Background: an optimization exercise with open tools, aiming at small area and a short achievable clock period. Do not read the settings as production practice.
For this run, only the layout was checked, not whether the RTL still works.
Power and IR drop assume default switching activity.

==> design/flow/design.v <==
module RST_N_SYN(
    clk_sys,     
    rst_n,       
	en,          
	rst_syn_n
);
input clk_sys;          
input rst_n;            
input en;               
output reg rst_syn_n;  
reg rst_syn_n_buf;
always @(posedge clk_sys or negedge rst_n) begin
	if(~rst_n) begin
		rst_syn_n_buf <= 1'b0;
		rst_syn_n <= 1'b0;
	end else if(en) begin
		rst_syn_n_buf <= 1'b1;
		rst_syn_n <= rst_syn_n_buf;		
	end
end
endmodule
module CLK_12P(
	clk_50M,
	rst_n,
	clk_3p2M,
	en_rise,
	en_fall
);
input  clk_50M;
input  rst_n;
output clk_3p2M;
output en_rise;  
output en_fall;  
reg [3:0] cnt_12;
always @(posedge clk_50M or negedge rst_n) begin
	if(!rst_n) begin
		cnt_12 <= 0;
	end else if(cnt_12==11) begin
		cnt_12 <= 0;
	end else begin
		cnt_12 <= cnt_12 + 1'b1;
	end
end
assign clk_3p2M = cnt_12>5 ? 1 : 0;
assign en_rise  = (cnt_12==5);
assign en_fall  = (cnt_12==11);
endmodule
module elec_register_cache(
	clk,
	en,
	rst_n,
	state,
	write_cache_en,
	addr,
	data_in,
	data_out
);
parameter SPI_ADDR_LEN = 10;
parameter SPI_DATA_LEN = 16;
input	clk;
input	en;  
input	rst_n;
input	[3:0] state;
input	write_cache_en;
input	[SPI_ADDR_LEN-1:0]	addr;
input	[SPI_DATA_LEN-1:0]	data_in;
output	data_out;
reg 	[1023:0] 	reg_cache;
always @(posedge clk or negedge rst_n) begin
	if(!rst_n)
		reg_cache <= 0;
	else if(!en)
		reg_cache <= reg_cache;
	else if(write_cache_en) begin
		case(addr)
			0: reg_cache[15:0] <= data_in;
			1: reg_cache[31:16] <= data_in;
			2: reg_cache[47:32] <= data_in;
			3: reg_cache[63:48] <= data_in;
			4: reg_cache[79:64] <= data_in;
			5: reg_cache[95:80] <= data_in;
			6: reg_cache[111:96] <= data_in;
			7: reg_cache[127:112] <= data_in;
			8: reg_cache[143:128] <= data_in;
			9: reg_cache[159:144] <= data_in;
			10: reg_cache[175:160] <= data_in;
			11: reg_cache[191:176] <= data_in;
			12: reg_cache[207:192] <= data_in;
			13: reg_cache[223:208] <= data_in;
			14: reg_cache[239:224] <= data_in;
			15: reg_cache[255:240] <= data_in;
			16: reg_cache[271:256] <= data_in;
			17: reg_cache[287:272] <= data_in;
			18: reg_cache[303:288] <= data_in;
			19: reg_cache[319:304] <= data_in;
			20: reg_cache[335:320] <= data_in;
			21: reg_cache[351:336] <= data_in;
			22: reg_cache[367:352] <= data_in;
			23: reg_cache[383:368] <= data_in;
			24: reg_cache[399:384] <= data_in;
			25: reg_cache[415:400] <= data_in;
			26: reg_cache[431:416] <= data_in;
			27: reg_cache[447:432] <= data_in;
			28: reg_cache[463:448] <= data_in;
			29: reg_cache[479:464] <= data_in;
			30: reg_cache[495:480] <= data_in;
			31: reg_cache[511:496] <= data_in;
			32: reg_cache[527:512] <= data_in;
			33: reg_cache[543:528] <= data_in;
			34: reg_cache[559:544] <= data_in;
			35: reg_cache[575:560] <= data_in;
			36: reg_cache[591:576] <= data_in;
			37: reg_cache[607:592] <= data_in;
			38: reg_cache[623:608] <= data_in;
			39: reg_cache[639:624] <= data_in;
			40: reg_cache[655:640] <= data_in;
			41: reg_cache[671:656] <= data_in;
			42: reg_cache[687:672] <= data_in;
			43: reg_cache[703:688] <= data_in;
			44: reg_cache[719:704] <= data_in;
			45: reg_cache[735:720] <= data_in;
			46: reg_cache[751:736] <= data_in;
			47: reg_cache[767:752] <= data_in;
			48: reg_cache[783:768] <= data_in;
			49: reg_cache[799:784] <= data_in;
			50: reg_cache[815:800] <= data_in;
			51: reg_cache[831:816] <= data_in;
			52: reg_cache[847:832] <= data_in;
			53: reg_cache[863:848] <= data_in;
			54: reg_cache[879:864] <= data_in;
			55: reg_cache[895:880] <= data_in;
			56: reg_cache[911:896] <= data_in;
			57: reg_cache[927:912] <= data_in;
			58: reg_cache[943:928] <= data_in;
			59: reg_cache[959:944] <= data_in;
			60: reg_cache[975:960] <= data_in;
			61: reg_cache[991:976] <= data_in;
			62: reg_cache[1007:992] <= data_in;
			63: reg_cache[1023:1008] <= data_in;			
		endcase
	end
	else if(state==4'b0010 || state==4'b0100)
		reg_cache <= {reg_cache[0],reg_cache[1023:1]};
end
assign data_out = reg_cache[0];
endmodule
module FSM(
    clk,         
    rst_n,       
	rx_output,      
	rdy_spi,        
	spi_busy,       
	push_tx,        
	ack_fetch_spi,  
	tx_input,   
	code,      
	addr,      
	data_in,   
	data_out,  
	data_to_elec,  
	clk_to_elec,   
	data_to_elec_chem,   
	clk_to_elec_chem,    
	rst_n_to_probe,  
	clk_3p2M,  
	en_rise,   
	en_fall,   
	chem_out  
);
parameter LEN_SPI = 32 ;  
parameter SPI_ADDR_LEN = 10;
parameter SPI_DATA_LEN = 16;
parameter SPI_CODE_LEN = 6;
parameter ELE_NUM       = 1024;  
parameter ELE_CHEM_NUM  = 1024;  
parameter ELE_GROUP_WID = 16;    
localparam IDLE             = 5'b00001;
localparam WRITE_ELEC       = 5'b00010;
localparam READ_ELEC        = 5'b00100;
localparam FINISH_READ_ELEC	= 5'b01000;
localparam RESET_ELEC       = 5'b10000;
input clk;
input rst_n;
input [LEN_SPI-1:0] rx_output;
input rdy_spi;
input spi_busy;
output reg [LEN_SPI-1:0] tx_input;
output push_tx;
output reg ack_fetch_spi;
output data_to_elec;        
output clk_to_elec;         
output data_to_elec_chem;   
output clk_to_elec_chem;    
output rst_n_to_probe;      
wire   rst_n_to_elec;       
wire   rst_n_to_elec_chem;  
assign rst_n_to_probe = rst_n_to_elec & rst_n_to_elec_chem;
output [SPI_CODE_LEN-1:0] code;
output [SPI_ADDR_LEN-1:0] addr;
output [SPI_DATA_LEN-1:0] data_in;
input  [SPI_DATA_LEN-1:0] data_out;
wire data_out_en;  
input clk_3p2M;
input en_rise;
input en_fall;
input [7:0] chem_out;  
reg  [7:0] chem_out_cnt_1d;
reg  [7:0] chem_out_cnt_2d;
wire [7:0] chem_out_cnt_pos;
reg [15:0] chem_out_cnt[7:0];
reg [15:0] chem_out_cnt_buf[7:0];
integer i; 
always @(posedge clk or negedge rst_n) begin
	if(~rst_n) begin
		for (i = 0; i<8; i=i+1) begin
			chem_out_cnt[i] <= 16'b0;
		end
	end else begin
		for (i = 0; i<8; i=i+1) begin
			if (chem_out[i] == 1'b1) begin
				chem_out_cnt[i] <= chem_out_cnt[i] + 1'b1;
			end else if(chem_out_cnt_pos[i])begin 
				chem_out_cnt[i] <= 16'b0;
			end else begin 
				chem_out_cnt[i] <= chem_out_cnt[i];
			end
		end
	end
end
always @(posedge clk or negedge rst_n) begin
	if(~rst_n) begin
		for (i = 0; i<8; i=i+1) begin
			chem_out_cnt_1d[i] <= 1'b0;
			chem_out_cnt_2d[i] <= 1'b0;
		end
	end else begin
		for (i = 0; i<8; i=i+1) begin
			chem_out_cnt_1d[i] <= chem_out[i];
			chem_out_cnt_2d[i] <= chem_out_cnt_1d[i];
		end
	end
end
assign chem_out_cnt_pos = chem_out_cnt_2d & ~chem_out_cnt_1d;
always @(negedge clk or negedge rst_n) begin
	if(~rst_n) begin
		for (i = 0; i<8; i=i+1) begin
			chem_out_cnt_buf[i] <= 16'b0;
		end
	end else begin
		for (i = 0; i<8; i=i+1) begin
			if (chem_out_cnt_pos[i] == 1'b1) begin
				chem_out_cnt_buf[i] <= chem_out_cnt[i];
			end else begin 
				chem_out_cnt_buf[i] <= chem_out_cnt_buf[i];
			end
		end
	end
end
reg [LEN_SPI-1:0] rx_output_buf;
always @(negedge clk or negedge rst_n) begin
	if(!rst_n) begin
		rx_output_buf <= {(LEN_SPI){1'b0}};
		ack_fetch_spi <= 1'b0;
	end else if(rdy_spi==1'b1 && spi_busy==1'b0) begin
		rx_output_buf <= rx_output;
		ack_fetch_spi <= 1'b1;
	end else begin
		ack_fetch_spi <= 1'b0;
	end
end
reg [4:0]              current_state;
reg [4:0]              next_state;
reg [9:0]              counter_1024;
reg [SPI_DATA_LEN-1:0] read_elec_data;  
reg [4:0]              current_state_chem;
reg [4:0]              next_state_chem;
reg [9:0]              counter_1024_chem;
reg [SPI_DATA_LEN-1:0] read_elec_data_chem;  
always @(posedge clk or negedge rst_n) begin
	if(!rst_n) begin		
		tx_input <= {(LEN_SPI){1'b0}};
	end else if(data_out_en) begin  
		tx_input <= {rx_output_buf[LEN_SPI-1:SPI_DATA_LEN],data_out};
	end else if(current_state == FINISH_READ_ELEC) begin  
		tx_input <= read_elec_data;
	end else if(current_state_chem == FINISH_READ_ELEC) begin  
		tx_input <= read_elec_data_chem;
	end else if(code == 25) begin  
		case (addr[2:0])
			3'd0: tx_input <= chem_out_cnt_buf[0];
			3'd1: tx_input <= chem_out_cnt_buf[1];
			3'd2: tx_input <= chem_out_cnt_buf[2];
			3'd3: tx_input <= chem_out_cnt_buf[3];
			3'd4: tx_input <= chem_out_cnt_buf[4];
			3'd5: tx_input <= chem_out_cnt_buf[5];
			3'd6: tx_input <= chem_out_cnt_buf[6];
			3'd7: tx_input <= chem_out_cnt_buf[7];
			default:  ;
		endcase
	end
end
reg [LEN_SPI-1:0] spi_bus;  
always @(posedge clk or negedge rst_n) begin
	if(~rst_n) begin
		spi_bus <= {(LEN_SPI){1'b0}};
	end else if(en_rise) begin
		spi_bus <= rx_output_buf;
	end
end
assign code    = spi_bus[LEN_SPI-1:LEN_SPI-SPI_CODE_LEN];
assign addr    = spi_bus[SPI_ADDR_LEN+SPI_DATA_LEN-1:SPI_DATA_LEN];
assign data_in = spi_bus[SPI_DATA_LEN-1:0];
reg data_out_en_1d;
reg data_out_en_2d;
reg data_out_en_3d;
always @(posedge clk or negedge rst_n) begin
	if(!rst_n) begin
		data_out_en_1d <= 1'b0;
		data_out_en_2d <= 1'b0;
		data_out_en_3d <= 1'b0;
	end else if(!en_fall) begin
		data_out_en_1d <= data_out_en_1d;
		data_out_en_2d <= data_out_en_2d;
		data_out_en_3d <= data_out_en_3d;
	end else if(code==1 || code==2 || code==3 || code==15 || code==17 || code==19) begin
		data_out_en_1d <= 1'b1;
		data_out_en_2d <= data_out_en_1d;
		data_out_en_3d <= data_out_en_2d;
	end else begin
		data_out_en_1d <= 1'b0;
		data_out_en_2d <= data_out_en_1d;
		data_out_en_3d <= data_out_en_2d;
	end
end
assign data_out_en = data_out_en_3d & data_out_en_1d;
assign push_tx = 1'b1;
wire 	reg_cache_0;
always @(posedge clk or negedge rst_n) begin
	if(!rst_n)
		current_state <= IDLE;
	else if(en_rise)
		current_state <= next_state;
end
always @(*)
	case(current_state)
		IDLE:	
			if(code == 10)				next_state <= WRITE_ELEC;
			else if(code == 11)			next_state <= READ_ELEC;
			else if(code ==12)			next_state <= RESET_ELEC;
			else						next_state <= IDLE;
		WRITE_ELEC:
			if(counter_1024 == ELE_NUM-1) next_state <= IDLE;
			else						next_state <= WRITE_ELEC;
		READ_ELEC:
			if(counter_1024 == ELE_NUM-1) next_state <= FINISH_READ_ELEC;
			else						next_state <= READ_ELEC;
		FINISH_READ_ELEC:					next_state <= IDLE;
		RESET_ELEC:						next_state <= IDLE;
		default:						next_state <= IDLE;
	endcase
always @(posedge clk or negedge rst_n) begin
	if(!rst_n)
		counter_1024 <= 0;
	else if(!en_rise)
		counter_1024 <= counter_1024;
	else if(current_state==WRITE_ELEC || current_state == READ_ELEC) begin
		if(counter_1024 == ELE_NUM-1) 		counter_1024 <= 0;
		else						counter_1024 <= counter_1024 + 1;
	end
	else
		counter_1024 <= 0;		
end
assign clk_to_elec = ~clk_3p2M && (current_state == WRITE_ELEC);
assign data_to_elec = reg_cache_0;
assign rst_n_to_elec = rst_n && (~(code == 12));
reg [5:0] elec_addr;
always @(posedge clk or negedge rst_n)
	if(!rst_n)
		elec_addr <= 0;
	else if(!en_rise)
		elec_addr <= elec_addr;
	else if(next_state == READ_ELEC && current_state == IDLE)
		elec_addr <= addr;
	else if(next_state == IDLE && current_state == IDLE)
		elec_addr <= 0;
always @(posedge clk or negedge rst_n) begin
	if(!rst_n)
		read_elec_data <= 0;
	else if(en_rise && current_state == READ_ELEC && (counter_1024>>4)==elec_addr)
		read_elec_data <= {reg_cache_0,read_elec_data[15:1]};		
end
wire 	reg_cache_0_chem;
always @(posedge clk or negedge rst_n) begin
	if(!rst_n)
		current_state_chem <= IDLE;
	else if(en_rise)
		current_state_chem <= next_state_chem;
end
always @(*)
	case(current_state_chem)
		IDLE:	
			if(code == 20)				next_state_chem <= WRITE_ELEC;
			else if(code == 21)			next_state_chem <= READ_ELEC;
			else if(code ==22)			next_state_chem <= RESET_ELEC;
			else						next_state_chem <= IDLE;
		WRITE_ELEC:
			if(counter_1024_chem == ELE_CHEM_NUM-1) next_state_chem <= IDLE;
			else						next_state_chem <= WRITE_ELEC;
		READ_ELEC:
			if(counter_1024_chem == ELE_CHEM_NUM-1) next_state_chem <= FINISH_READ_ELEC;
			else						next_state_chem <= READ_ELEC;
		FINISH_READ_ELEC:					next_state_chem <= IDLE;
		RESET_ELEC:						next_state_chem <= IDLE;
		default:						next_state_chem <= IDLE;
	endcase
always @(posedge clk or negedge rst_n) begin
	if(!rst_n)
		counter_1024_chem <= 0;
	else if(!en_rise)
		counter_1024_chem <= counter_1024_chem;
	else if(current_state_chem==WRITE_ELEC || current_state_chem == READ_ELEC) begin
		if(counter_1024_chem == ELE_CHEM_NUM-1) 		counter_1024_chem <= 0;
		else						counter_1024_chem <= counter_1024_chem + 1;
	end
	else
		counter_1024_chem <= 0;		
end
assign clk_to_elec_chem = ~clk_3p2M && (current_state_chem == WRITE_ELEC);
assign data_to_elec_chem = reg_cache_0_chem;
assign rst_n_to_elec_chem = rst_n && (~(code == 22));
reg [5:0] elec_addr_chem;
always @(posedge clk or negedge rst_n)
	if(!rst_n)
		elec_addr_chem <= 0;
	else if(!en_rise)
		elec_addr_chem <= elec_addr_chem;
	else if(next_state_chem == READ_ELEC && current_state_chem == IDLE)
		elec_addr_chem <= addr;
	else if(next_state_chem == IDLE && current_state_chem == IDLE)
		elec_addr_chem <= 0;
always @(posedge clk or negedge rst_n) begin
	if(!rst_n)
		read_elec_data_chem <= 0;
	else if(en_rise && current_state_chem == READ_ELEC && (counter_1024_chem>>4)==elec_addr_chem)
		read_elec_data_chem <= {reg_cache_0_chem,read_elec_data_chem[15:1]};		
end
wire 	write_cache_en;
assign 	write_cache_en = (code==23) ? 1 : 0;
elec_register_cache elec_register_cache_i1(
	.clk					(clk),
	.en					(en_rise),
	.rst_n				(rst_n),
	.state				(current_state[3:0]),
	.write_cache_en		(write_cache_en),
	.addr				(addr),
	.data_in				(data_in),
	.data_out			(reg_cache_0)
);
wire 	write_cache_en_chem;
assign 	write_cache_en_chem = (code==24) ? 1 : 0;
elec_register_cache elec_register_cache_i2(
	.clk					(clk),
	.en					(en_rise),
	.rst_n				(rst_n),
	.state				(current_state_chem[3:0]),
	.write_cache_en		(write_cache_en_chem),
	.addr				(addr),
	.data_in				(data_in),
	.data_out			(reg_cache_0_chem)
);
endmodule
module P2S(
	p_data,
	clk_50M,
	en_fall,
	rst_n,
	s_data,
	data_valid
);
parameter NUM_COL = 8;    
parameter BITS_ADC = 12;
input [BITS_ADC:0] p_data;  
input			   clk_50M;
input			   en_fall;  
input              rst_n;
output             s_data;
output   	       data_valid;
reg [BITS_ADC:0] p_data_syn;  
always @(posedge clk_50M or negedge rst_n) begin 
	if(!rst_n) begin 
		p_data_syn <= {(BITS_ADC){1'b1}};
	end else if(en_fall) begin 
		p_data_syn <= p_data;
	end
end
reg clk_gate_en_l;
always @(negedge clk_50M or negedge rst_n) begin 
	if(!rst_n) begin 
		clk_gate_en_l <= 1'b1;
	end else begin 
		clk_gate_en_l <= p_data_syn[BITS_ADC];
	end
end
reg clk_gate_en_l_1d;
always @(negedge clk_50M or negedge rst_n) begin 
	if(!rst_n) begin 
		clk_gate_en_l_1d <= 1'b1;
	end else begin 
		clk_gate_en_l_1d <= clk_gate_en_l;
	end
end
reg	[4:0]	cnt_12;  
always @(negedge clk_50M or negedge rst_n) begin 
	if(!rst_n) begin 
		cnt_12 <= 'b0;
	end else if (clk_gate_en_l) begin
		cnt_12 <= cnt_12;
	end else if (p_data_syn[BITS_ADC]==0) begin 
		if (cnt_12 < BITS_ADC-1) begin
			cnt_12 <= cnt_12 + 1;
		end else begin 
			cnt_12 <= 'b0;
		end
	end else begin 
		cnt_12 <= 'b0;
	end
end
reg [BITS_ADC:0] p_buffer;
always @(negedge clk_50M or negedge rst_n) begin 
	if(!rst_n) begin 
		p_buffer <= 'b0;
	end else if (clk_gate_en_l) begin
		p_buffer <= p_buffer;
	end else if ((p_data_syn[BITS_ADC]==0) && (cnt_12 == 'b0)) begin  
		p_buffer <= p_data_syn[BITS_ADC:0];
	end else begin  
		p_buffer <= {1'b0,p_buffer[BITS_ADC:1]};
	end
end
assign s_data = p_buffer[0];
assign data_valid = clk_gate_en_l_1d;
endmodule
module npx_main_fsm (
	clk_50M,        
	rst_n,          
	chem_out,       
	p_data,         
	s_data,         
	data_valid,     
	clk_3p2M,       
	rst_n_block,    
	code,           
	addr,           
	data_in,        
	data_out,       
	data_to_elec,
	clk_to_elec,
	data_to_elec_chem,
	clk_to_elec_chem,
	rst_n_to_probe,
	rx_output,      
	rdy_spi,        
	spi_busy,       
	ack_fetch_spi,  
	tx_input        
);
parameter LEN_SPI = 32;
parameter SPI_ADDR_LEN = 10;
parameter SPI_DATA_LEN = 16;
parameter SPI_CODE_LEN = 6;
parameter ROW_NUM = 8;
parameter BITS_ADC = 12;
input rst_n, clk_50M;
input [7:0] chem_out;
input  [ROW_NUM*(BITS_ADC+1)-1:0] p_data;
output [ROW_NUM-1:0] s_data;
output [ROW_NUM-1:0] data_valid;
output clk_3p2M;
output rst_n_block;
output [SPI_CODE_LEN-1:0] code;
output [SPI_ADDR_LEN-1:0] addr;
output [SPI_DATA_LEN-1:0] data_in;
input  [SPI_DATA_LEN-1:0] data_out;
output data_to_elec;
output clk_to_elec;
output data_to_elec_chem;
output clk_to_elec_chem;
output rst_n_to_probe;
input  [LEN_SPI-1:0] rx_output;
input  rdy_spi;
input  spi_busy;
output ack_fetch_spi;
output [LEN_SPI-1:0] tx_input;
wire rst_syn_n;
wire en_rise;
wire en_fall;
wire push_tx;
RST_N_SYN rst_n_syn(
	.clk_sys(clk_50M),
	.rst_n(rst_n),
	.en(1'b1),
	.rst_syn_n(rst_syn_n)
);
RST_N_SYN rst_n_syn2block(
	.clk_sys(clk_50M),
	.rst_n(rst_syn_n),
	.en(en_rise),
	.rst_syn_n(rst_n_block)
);
CLK_12P clk_12p(
	.clk_50M(clk_50M),
	.rst_n(rst_syn_n),
	.clk_3p2M(clk_3p2M),
	.en_rise(en_rise),
	.en_fall(en_fall)
);
FSM fsm(
	.clk(clk_50M),
	.rst_n(rst_syn_n),
	.rx_output(rx_output),
	.rdy_spi(rdy_spi),
	.spi_busy(spi_busy),
	.push_tx(push_tx),
	.ack_fetch_spi(ack_fetch_spi),
	.tx_input(tx_input),
	.code(code),
	.addr(addr),
	.data_in(data_in),
	.data_out(data_out),
	.data_to_elec(data_to_elec),
	.clk_to_elec(clk_to_elec),
	.data_to_elec_chem(data_to_elec_chem),
	.clk_to_elec_chem(clk_to_elec_chem),
	.rst_n_to_probe(rst_n_to_probe),
	.clk_3p2M(clk_3p2M),
	.en_rise(en_rise),
	.en_fall(en_fall),
	.chem_out(chem_out)
);
genvar x;
generate
	for (x = 0; x < ROW_NUM; x=x+1) begin : P2S_i
		P2S p2s(
			.p_data(p_data[x*(BITS_ADC+1)+:(BITS_ADC+1)]),
			.clk_50M(clk_50M),
			.en_fall(en_fall),
			.rst_n(rst_syn_n),
			.s_data(s_data[x]),
			.data_valid(data_valid[x])
		);
	end
endgenerate
endmodule
==> design/flow/run.sh <==
#!/bin/bash
# synth_recipe.tcl (not shown) runs the flow's synth.tcl, then flattens the netlist and writes it again
# the make line also repeats each setting of config.mk as NAME=value (left out here)
make -C /OpenROAD-flow-scripts/flow DESIGN_CONFIG=/design/flow/config.mk WORK_HOME=/design/flow/orfs CLKGATE_MAP_FILE= SYNTH_SCRIPT=/design/flow/synth_recipe.tcl finish
==> design/flow/config.mk <==
export PLATFORM = sky130hd
export DESIGN_NAME = npx_main_fsm
export DESIGN_NICKNAME = npx_main_fsm
export VERILOG_FILES = /design/flow/design.v
export SDC_FILE = /design/flow/constraint.sdc
export NUM_CORES = 4
export LEC_CHECK = 0
export CAP_MARGIN = 20
export CORE_MARGIN = 2
export CORE_UTILIZATION = 40
export SLEW_MARGIN = 20
==> design/flow/constraint.sdc <==
create_clock -name core_clock -period 7.0 [get_ports {clk_50M}]
set_input_delay 1.4000 -clock core_clock [delete_from_list [all_inputs] [get_ports {clk_50M}]]
set_output_delay 1.4000 -clock core_clock [all_outputs]
set_load 0.01 [all_outputs]
==> run notes <==
where the power goes:
part | internal, mW | switching (mW)
sequential | 16.6 | 0.518
combinational | 0.883 | 1.45
clock | 9.19 | 6.73
total | 26.6 | 8.69
layout by cell type (no fill, tap or decap), types with 22 or more instances in the layout:
| master | netlist | final |
|---|---|---|
| clkinv_2 | 0 | 34 |
| a31oi_1 | 793 | 793 |
| and2_1 | 29 | 28 |
| o31ai_1 | 26 | 26 |
| mux2_2 | 176 | 176 |
| clkdlybuf4s50_1 | 0 | 251 |
| a21oi_1 | 2858 | 2858 |
| o22ai_1 | 24 | 24 |
| o21ai_0 | 271 | 271 |
| and3_4 | 0 | 32 |
| ha_1 | 29 | 29 |
| nor2_1 | 124 | 123 |
| dfstp_2 | 114 | 114 |
| nor3_1 | 23 | 22 |
| o211ai_1 | 43 | 43 |
| nand3_1 | 98 | 98 |
| inv_1 | 1323 | 1338 |
| clkbuf_8 | 0 | 55 |
| buf_4 | 52 | 128 |
| clkbuf_1 | 611 | 89 |
| mux2i_1 | 1435 | 1435 |
| a221oi_1 | 30 | 30 |
| nand2b_1 | 51 | 51 |
| dfrtn_1 | 305 | 305 |
| nand2_1 | 710 | 709 |
| o21ai_4 | 60 | 98 |
| nand4_1 | 37 | 37 |
| dfrtp_1 | 2347 | 2345 |
| buf_12 | 6 | 30 |
| clkbuf_16 | 0 | 307 |
worst register-to-register path: stages, from the launching register on:
cell     delay (ps)
dfrtp_1         400
nor4_1          150
and2_1          670
mux2i_1         270
o21ai_0          90
through the flow:
step / instance area, µm² / worst slack, ps / utilization
floorplan: 126000 / -22090 / -
CTS: 140000 / 120 / 0.447
finish: 141000 / 167 / 0.448
global placement: 131000 / 674 / 0.416
global route: 141000 / 107 / 0.448
detailed placement: 131000 / 665 / 0.416
flip-flops by register name (all words and copies together) (netlist names), 5 cells and up:
register and count:
fsm.counter_1024_chem 10, P2S_i.p2s.clk_gate_en_l_1d 8, fsm.read_elec_data 16, fsm.tx_input 32, fsm.current_state 5, fsm.chem_out_cnt_1d 8, fsm.chem_out_cnt_2d 8, P2S_i.p2s.p_data_syn 104
fsm.elec_addr_chem 6, fsm.chem_out_cnt_buf 128, fsm.elec_addr 6, fsm.current_state_chem 5, fsm.elec_register_cache_i1.reg_cache 1024, fsm.elec_register_cache_i2.reg_cache 1024, fsm.counter_1024 10, fsm.spi_bus 32
P2S_i.p2s.cnt_12 40, P2S_i.p2s.p_buffer 104, fsm.read_elec_data_chem 16, fsm.rx_output_buf 32, fsm.chem_out_cnt 128, P2S_i.p2s.clk_gate_en_l 8
kinds of logic (layout without fill, tap and decap cells):
| logic type | count (synthesis) | count (layout) |
|---|---|---|
| xor+xnor | 25 | 25 |
| other cells | 1 | 5 |
| flops | 2766 | 2766 |
| buf+inv | 2384 | 2286 |
| fa+ha+maj | 29 | 29 |
| mux | 1621 | 1621 |
| compound gates | 4254 | 4254 |
| simple gates | 1245 | 1245 |
metal layers:
metal	global-route usage	wire [µm]	up-vias	part of all wire
met5	0	37	-	0.00012
met1	0.291	151000	44400	0.48
met3	0.0283	16600	472	0.052
met2	0.295	141000	1948	0.44
li1	-	-	42100	-
met4	0.0568	8660	6	0.027
layout make-up:
cell class / instances / area [µm²]
antenna: 4 / 10.0
clock buffer: 452 / 8780
clock inverter: 100 / 998
fill: 29200 / 174000
inverter: 1323 / 4970
multi-input combinational: 7175 / 47200
sequential: 2766 / 69400
tap: 4160 / 5200
timing repair buffer: 411 / 4100
worst paths after layout:
| kind | cells after the start | end |
|---|---|---|
| setup / recovery | 1 | data_valid[3] |
| hold / removal | 0 | rst_n_syn.rst_syn_n |
| setup reg to reg | 4 | P2S_i[0].p2s.p_buffer[6] |
| hold reg to reg | 0 | rst_n_syn.rst_syn_n |
| max in group asynchronous | 1 | P2S_i[2].p2s.clk_gate_en_l_1d |
| min in group asynchronous | 0 | fsm.elec_register_cache_i1.reg_cache[535] |
==> summary.md <==
| Metric | Value |
|---|---|
| H-tree depth | `5` |
| Clock-pin slew on the worst setup and hold paths | `60 ps` |
| CP max stage delay | `530 ps` |
| Critical path, cell by cell | `clkdlybuf4s50_1` |
| Final net count | `12200` |
| Reg-to-Reg Start | `P2S_i[0].p2s.p_data_syn[12]` |
| Layout Skew | `95.0 ps` |
| Total power per unit cell area | `251 nW/µm²` |
| DIE AREA | `320000 µm²` |
| Yosys top cell by area | `dfrtp_1` |
| Routed wire length | `318000 µm` |
| Chip width | `565 µm` |
| First-pass GRT wire length | `504000 µm` |
| Post-synthesis net count | `12500` |
| Slew Limit Fails | `0` |
| Worst EP required | `5600 ps` |
| Count leader, synth | `a21oi_1` |
| Port bufs | `251` |
| CTS Buf Count | `303` |
| Area delta synth->final | `11.6%` |
| CP max-delay cell | `clkdlybuf4s50_1` |
| Asr flop ratio synth | `1.00` |
| Buffer count from post-CTS setup fixing | `0` |
| Setup TNS | `0 ps` |
| Hold path startpoint | `rst_n_syn.rst_syn_n_buf` |
| Post-detail-place hpwl | `175000 µm` |
| Sequential element share of the synthesized area | `0.550` |
| CTS tree | `built` |
| Pleak | `65.3 nW` |
| Pre-antenna DRT Iters | `6` |
| Compound-gate portion of the synthesized area | `0.188` |
| Tightest Pin Transition | `1190 ps` |
| Main combinational cell family by area after synthesis | `compound AO/OA/AOI/OAI gates` |
| Critical path launch point | `P2S_i[3].p2s.clk_gate_en_l_1d` |
| Synth top area cells | `dfrtp_1 (47%), mux2i_1 (11%), a21oi_1 (11%)` |
| Cell area after synthesis | `126000 µm²` |
| Top Family by Delay on Critical Path | `buffers and inverters` |
| Number of global-route vias before repair | `85000` |
| Maximum VDD drop | `0.182 mV` |
| Endpoints failing setup | `0` |
| Unrepaired setup endpoints after global routing | `no` |
| Hold Path Class | `flip-flop to flip-flop` |
| Synth unique cells | `80` |
| Routed len/inst | `19.4 µm` |
| Post-CTS resize count | `0` |
| Synth top area share | `0.466` |
| Total track usage | `0.196` |
| Post-Layout Cell Count | `16400` |
| CP max FO | `1` |
| Die Y | `565 µm` |
| Placed cell count | `15800` |
| #FFs+latches synth | `2766` |
| Initial Util | `0.401` |
| Tot Pwr | `35.3 mW` |
| Ports | `252` |
| Yosys warning count | `7` |
| Clk Latency, worst-skew pair | `910 ps` |
| Xor/xnor share of the synthesized area | `0.00174` |
| 1st-iter DRT viols | `8967` |
| Via density | `5.42` |
| CTS Root Cell | `clkbuf_16` |
| Gate Count Post-Synth | `12300` |
| RePlAce Congestion | `0.782` |
| Mux cell area share after synthesis | `0.131` |
| Worst hold margin | `351 ps` |
| CTS Buffer Depth | `4` |
| WS Path Type | `flip-flop to primary output` |
| Via count | `88900` |
| Post-synth top cells | `a21oi_1 (2858), dfrtp_1 (2347), mux2i_1 (1435)` |
| Clk sink count | `2766` |
| Post-Synth Simple-Gate Area | `0.0465` |
| Core area | `314000 µm²` |
| Maximum Capacitance Violations | `0` |
| Final Hold Fails | `0` |
| R2r setup slk | `1690 ps` |
| Number of flops mapped to enable cells by yosys | `0` |
| Rows | `206` |
| Worst relative slew slack | `0.206` |
| Top_reg_cell synth | `dfrtp_1` |
| Post-synthesis adder-cell area fraction | `0.00288` |
| Synthesized area per cell | `10.2 µm²` |
| Largest net degree at the start of global routing | `265` |
| Outcome | `timing/DRC/antenna clean` |
| Initial antenna violation count | `9` |
| Arr. time, crit path | `5430 ps` |
| CP Launch Type | `flip-flop` |
| Post-route antenna net violation count | `0` |
| Buf/Inv on CP | `1` |
| CP Capture Type | `primary output` |
| Layout cells sized above 1 | `0.0896` |
| GRT overflow | `0` |
| # DRC | `0` |
| CTS Hold Buffers Added | `0` |
